From an optimization exercise on the open Yosys and OpenROAD flow, aimed at small area and a short achievable clock period; shortcuts taken in it are not production practice.

## run A
// Microprocessor
module Microprocessor(
		input clk,
		input reset,
		input [7:0] instruction,
		output reg [7:0] pc,
		output [6:0] display_low,
		output [6:0] display_high,
		output [6:0] display_op,
		output [6:0] display_rs,
		output [6:0] display_rt,
		output [6:0] display_rd,
		output [4:0] display_pc
	);
Size: roughly 65 I/O pins.
==> module BankRows, before the edit <==
module BankRows(
		input [4:0] x,
		output [7:0] row0,
		output [7:0] row1,
		output [7:0] row2,
		output [7:0] row3
	);
	wire [7:0] oh = 8'b00000001 << x[4:2];
	wire [7:0] up = {oh[6:0], oh[7]};
	wire [7:0] down = {oh[0], oh[7:1]};
	assign row0 = (x[1:0] == 2'd3) ? up : oh;
	assign row1 = oh;
	assign row2 = (x[1:0] == 2'd0) ? down : oh;
	assign row3 = x[1] ? oh : down;
endmodule
==> module Microprocessor, before the edit <==
module Microprocessor(
		input clk,
		input reset,
		input [7:0] instruction,
		output reg [7:0] pc,
		output [6:0] display_low,
		output [6:0] display_high,
		output [6:0] display_op,
		output [6:0] display_rs,
		output [6:0] display_rt,
		output [6:0] display_rd,
		output [4:0] display_pc
	);
	wire [1:0] op = instruction[7:6];
	wire [1:0] rs = instruction[5:4];
	wire [1:0] rt = instruction[3:2];
	wire [1:0] rd = instruction[1:0];
	wire [1:0] ic = instruction[1:0];
	wire [7:0] imm = {{7{instruction[1]}}, instruction[0]};
	wire is_add   = op == 2'b00;
	wire is_load  = op == 2'b01;
	wire is_store = op == 2'b10;
	wire is_jump  = op == 2'b11;
	reg [7:0] R [0:3];
	reg [7:0] M [0:31];
	reg [7:0] disp;
	wire [3:0] rs_oh, rt_oh;
	Dec2 dec_rs(.x(rs), .y(rs_oh));
	Dec2 dec_rt(.x(rt), .y(rt_oh));
	wire [7:0] a, b;
	Sel4 #(8) read_a(.sel(rs_oh), .d0(R[0]), .d1(R[1]), .d2(R[2]), .d3(R[3]), .y(a));
	Sel4 #(8) read_b(.sel(rt_oh), .d0(R[0]), .d1(R[1]), .d2(R[2]), .d3(R[3]), .y(b));
	wire [7:0] sum = a + b;
	wire [7:0] ea;
	AddImm add_imm(.a(a), .ic(ic), .y(ea));
	wire [7:0] rows [0:3][0:3];
	genvar g, h;
	generate
		for (g = 0; g < 4; g = g + 1) begin : g_rows
			BankRows bank_rows(.x(R[g][4:0]), .row0(rows[g][0]), .row1(rows[g][1]),
				.row2(rows[g][2]), .row3(rows[g][3]));
		end
	endgenerate
	wire [3:0] ic_oh;
	Dec2 dec_ic(.x(ic), .y(ic_oh));
	wire [3:0] banks [0:3];
	generate
		for (g = 0; g < 4; g = g + 1) begin : g_banks
			wire [3:0] xh;
			Dec2 dec_x(.x(R[g][1:0]), .y(xh));
			BankSel bank_sel(.xh(xh), .ich(ic_oh), .bank(banks[g]));
		end
	endgenerate
	wire [3:0] bank;
	Sel4 #(4) bank_pick(.sel(rs_oh), .d0(banks[0]), .d1(banks[1]), .d2(banks[2]), .d3(banks[3]), .y(bank));
	wire [31:0] we;
	wire [7:0] bword [0:3];
	generate
		for (h = 0; h < 4; h = h + 1) begin : g_bank
			wire [7:0] row_oh;
			Sel4 #(8) row_sel(.sel(rs_oh), .d0(rows[0][h]), .d1(rows[1][h]), .d2(rows[2][h]),
				.d3(rows[3][h]), .y(row_oh));
			wire [63:0] bytes;
			for (g = 0; g < 8; g = g + 1) begin : g_byte
				assign bytes[g * 8 +: 8] = M[g * 4 + h];
				assign we[g * 4 + h] = is_store & bank[h] & row_oh[g];
			end
			BankRead bank_read(.rsel(row_oh), .bytes(bytes), .data(bword[h]));
		end
	endgenerate
	wire [7:0] mdata;
	Sel4 #(8) data_sel(.sel(bank), .d0(bword[0]), .d1(bword[1]), .d2(bword[2]), .d3(bword[3]),
		.y(mdata));
	wire [7:0] rnext [0:3];
	wire [7:0] dnext;
	generate
		for (g = 0; g < 4; g = g + 1) begin : g_rnext
			NextVal next_r(.ld(is_load & rt_oh[g]), .ldata(mdata),
				.sel_alt(is_add & (rd == g)), .alt(sum), .hold(R[g]), .next(rnext[g]));
		end
	endgenerate
	NextVal next_d(.ld(is_load), .ldata(mdata), .sel_alt(is_store), .alt(ea), .hold(sum), .next(dnext));
	always @(posedge reset or posedge clk) begin
		if (reset) begin
			R[0] <= 8'd0;
			R[1] <= 8'd0;
			R[2] <= 8'd0;
			R[3] <= 8'd0;
		end else begin
			R[0] <= rnext[0];
			R[1] <= rnext[1];
			R[2] <= rnext[2];
			R[3] <= rnext[3];
		end
	end
	integer i;
	always @(posedge reset or posedge clk) begin
		if (reset) begin
			for (i = 0; i < 16; i = i + 1) begin
				M[i] <= i;
				M[i + 16] <= -i;
			end
		end else begin
			for (i = 0; i < 32; i = i + 1)
				if (we[i])
					M[i] <= b;
		end
	end
	always @(posedge reset or posedge clk) begin
		if (reset) begin
			pc <= 8'd0;
			disp <= 8'd0;
		end else begin
			pc <= pc + (is_jump ? imm + 8'd1 : 8'd1);
			disp <= dnext;
		end
	end
	assign display_pc = pc[4:0];
	HexDecoder d_low(.bcd(disp[3:0]), .seg(display_low));
	HexDecoder d_high(.bcd(disp[7:4]), .seg(display_high));
	HexDecoder2 d_rs(.bcd(rs), .seg(display_rs));
	HexDecoder2 d_rt(.bcd(rt), .seg(display_rt));
	HexDecoder2 d_rd(.bcd(rd), .seg(display_rd));
	OpDecoder d_op(.op(op), .seg(display_op));
endmodule
Settings: LEC_CHECK=0, CAP_MARGIN=20, CORE_MARGIN=2, CORE_UTILIZATION=40, CTS_CLUSTER_DIAMETER=60, CTS_CLUSTER_SIZE=30, SETUP_SLACK_MARGIN=3.0, SLEW_MARGIN=20, SYNTH_HIERARCHICAL=1, SYNTH_MINIMUM_KEEP_SIZE=0, TNS_END_PERCENT=0; clock period 5.5 ns.
standard.sh (not shown) runs the stock make flow with config.mk's settings and CLKGATE_MAP_FILE= SYNTH_SCRIPT=/design/flow/synth_recipe.tcl, a recipe that flattens the netlist after the stock synthesis.
==> flow/flow/run.sh <==
#!/bin/bash
# Standard layout, with the port buffers made of buf_1 cells instead of the
# cell buffer_ports picks by itself.
set -euo pipefail
export BUFFER_PORTS_ARGS="-buffer_cell sky130_fd_sc_hd__buf_1"
bash standard.sh > standard_make.log 2>&1
In summary, run A completed successfully, with a layout that passed the timing, design-rule and antenna checks.
Relative to run A, the following input files were edited for run H:
--- a/flow/design.v
+++ b/flow/design.v
@@ -1,19 +1,16 @@
 `timescale 1ns / 1ps
 module BankRows(
 		input [4:0] x,
-		output [7:0] row0,
-		output [7:0] row1,
-		output [7:0] row2,
-		output [7:0] row3
-	);
-	wire [7:0] oh = 8'b00000001 << x[4:2];
-	wire [7:0] up = {oh[6:0], oh[7]};
-	wire [7:0] down = {oh[0], oh[7:1]};
-	assign row0 = (x[1:0] == 2'd3) ? up : oh;
-	assign row1 = oh;
-	assign row2 = (x[1:0] == 2'd0) ? down : oh;
-	assign row3 = x[1] ? oh : down;
+		output [2:0] row0,
+		output [2:0] row1,
+		output [2:0] row2,
+		output [2:0] row3
+	);
+	assign row0 = x[4:2] + {2'b00, x[1:0] == 2'd3};
+	assign row1 = x[4:2];
+	assign row2 = x[4:2] - {2'b00, x[1:0] == 2'd0};
+	assign row3 = x[4:2] - {2'b00, ~x[1]};
 endmodule
 module AddImm(
 		input [7:0] a,
 		input [1:0] ic,
@@ -44,8 +41,15 @@
 			assign bank[k] = (ich[0] & xh[k]) | (ich[1] & xh[(k + 3) % 4]) |
 				(ich[2] & xh[(k + 2) % 4]) | (ich[3] & xh[(k + 1) % 4]);
 		end
 	endgenerate
+endmodule
+module Add8(
+		input [7:0] a,
+		input [7:0] b,
+		output [7:0] y
+	);
+	assign y = a + b;
 endmodule
 `timescale 1ns / 1ps
 `timescale 1ns / 1ps
 module Seg2 #(parameter [3:0] TABLE = 4'b0000) (
@@ -181,12 +185,13 @@
 	Dec2 dec_rt(.x(rt), .y(rt_oh));
 	wire [7:0] a, b;
 	Sel4 #(8) read_a(.sel(rs_oh), .d0(R[0]), .d1(R[1]), .d2(R[2]), .d3(R[3]), .y(a));
 	Sel4 #(8) read_b(.sel(rt_oh), .d0(R[0]), .d1(R[1]), .d2(R[2]), .d3(R[3]), .y(b));
-	wire [7:0] sum = a + b;
+	wire [7:0] sum;
+	Add8 add(.a(a), .b(b), .y(sum));
 	wire [7:0] ea;
 	AddImm add_imm(.a(a), .ic(ic), .y(ea));
-	wire [7:0] rows [0:3][0:3];
+	wire [2:0] rows [0:3][0:3];
 	genvar g, h;
 	generate
 		for (g = 0; g < 4; g = g + 1) begin : g_rows
 			BankRows bank_rows(.x(R[g][4:0]), .row0(rows[g][0]), .row1(rows[g][1]),
@@ -194,25 +199,21 @@
 		end
 	endgenerate
 	wire [3:0] ic_oh;
 	Dec2 dec_ic(.x(ic), .y(ic_oh));
-	wire [3:0] banks [0:3];
-	generate
-		for (g = 0; g < 4; g = g + 1) begin : g_banks
-			wire [3:0] xh;
-			Dec2 dec_x(.x(R[g][1:0]), .y(xh));
-			BankSel bank_sel(.xh(xh), .ich(ic_oh), .bank(banks[g]));
-		end
-	endgenerate
+	wire [3:0] a_oh;
+	Dec2 dec_a(.x(a[1:0]), .y(a_oh));
 	wire [3:0] bank;
-	Sel4 #(4) bank_pick(.sel(rs_oh), .d0(banks[0]), .d1(banks[1]), .d2(banks[2]), .d3(banks[3]), .y(bank));
+	BankSel bank_sel(.xh(a_oh), .ich(ic_oh), .bank(bank));
 	wire [31:0] we;
 	wire [7:0] bword [0:3];
 	generate
 		for (h = 0; h < 4; h = h + 1) begin : g_bank
+			wire [2:0] row;
+			Sel4 #(3) row_sel(.sel(rs_oh), .d0(rows[0][h]), .d1(rows[1][h]), .d2(rows[2][h]),
+				.d3(rows[3][h]), .y(row));
 			wire [7:0] row_oh;
-			Sel4 #(8) row_sel(.sel(rs_oh), .d0(rows[0][h]), .d1(rows[1][h]), .d2(rows[2][h]),
-				.d3(rows[3][h]), .y(row_oh));
+			RowDec row_dec(.row(row), .y(row_oh));
 			wire [63:0] bytes;
 			for (g = 0; g < 8; g = g + 1) begin : g_byte
 				assign bytes[g * 8 +: 8] = M[g * 4 + h];
 				assign we[g * 4 + h] = is_store & bank[h] & row_oh[g];
### Flow results
- Run A vs run H, startpoint of the most critical setup path: instruction[5] vs instruction[3]
- Side by side, count of different cell masters after synthesis turned out lower in run H than in run A.
- Diff run A -> run H | area after synthesis | down by a little under 10%
- | clock-pin transition on the worst setup and hold timing paths | run A vs run H | ≈ equal |
- Synthesized-area fraction occupied by ao, oa, aoi and oai cells for run H: 2.4 points down relative to run A
- Taking run A as the reference point, the final instance count without filler cells of run H falls by about 12%.
- | number of placement rows | higher: run A |
- On sequential cell area: between run H and run A, it ends up higher for run A.
- Run H: fmax lower than run A
- Run H vs. run A: hold slack went down by 5.9 ps.
- Of run H and run A, the run reporting the higher layout buffer count excluding clock buffers was run A.
No run of this note included a check of the RTL's function; only the layout flow was run.

-- afterwards: timing with drivers on the ports --
The flow's constraints put no driver on any port. The routed layouts listed below were extracted and timed again, unchanged, in two steps.
Step 1 sets driving cells, clkbuf_16 on the clock port and buf_2 on the other inputs (assumed; they add their load-dependent delay and slew).
Step 2 adds t to the input delays and takes it off the output delays; t is the mean of the earliest and latest rising clock arrival at the registers after step 1. Input paths then give back, and output paths get back, about the clock's delay inside the block.
Slacks: ideal / step 1 / step 2; pairs: ideal / step 1.
run	shift t [ns]	setup slack, ns	worst hold slack (ns)	clock arrival spread, ns	worst slew at a driven data input, ns
run A	0.619	2.585 / 2.568 / 1.949	0.473 / 0.473 / 0.473	0.019 / 0.019	0.11
run H	0.607	2.455 / 2.486 / 1.880	0.467 / 0.467 / 0.467	0.017 / 0.017	0.03
After both steps setup and hold are still met in every run listed. The setup slack of run A, which loses most, moves by -0.017 ns with the drivers and by -0.636 ns with both steps.
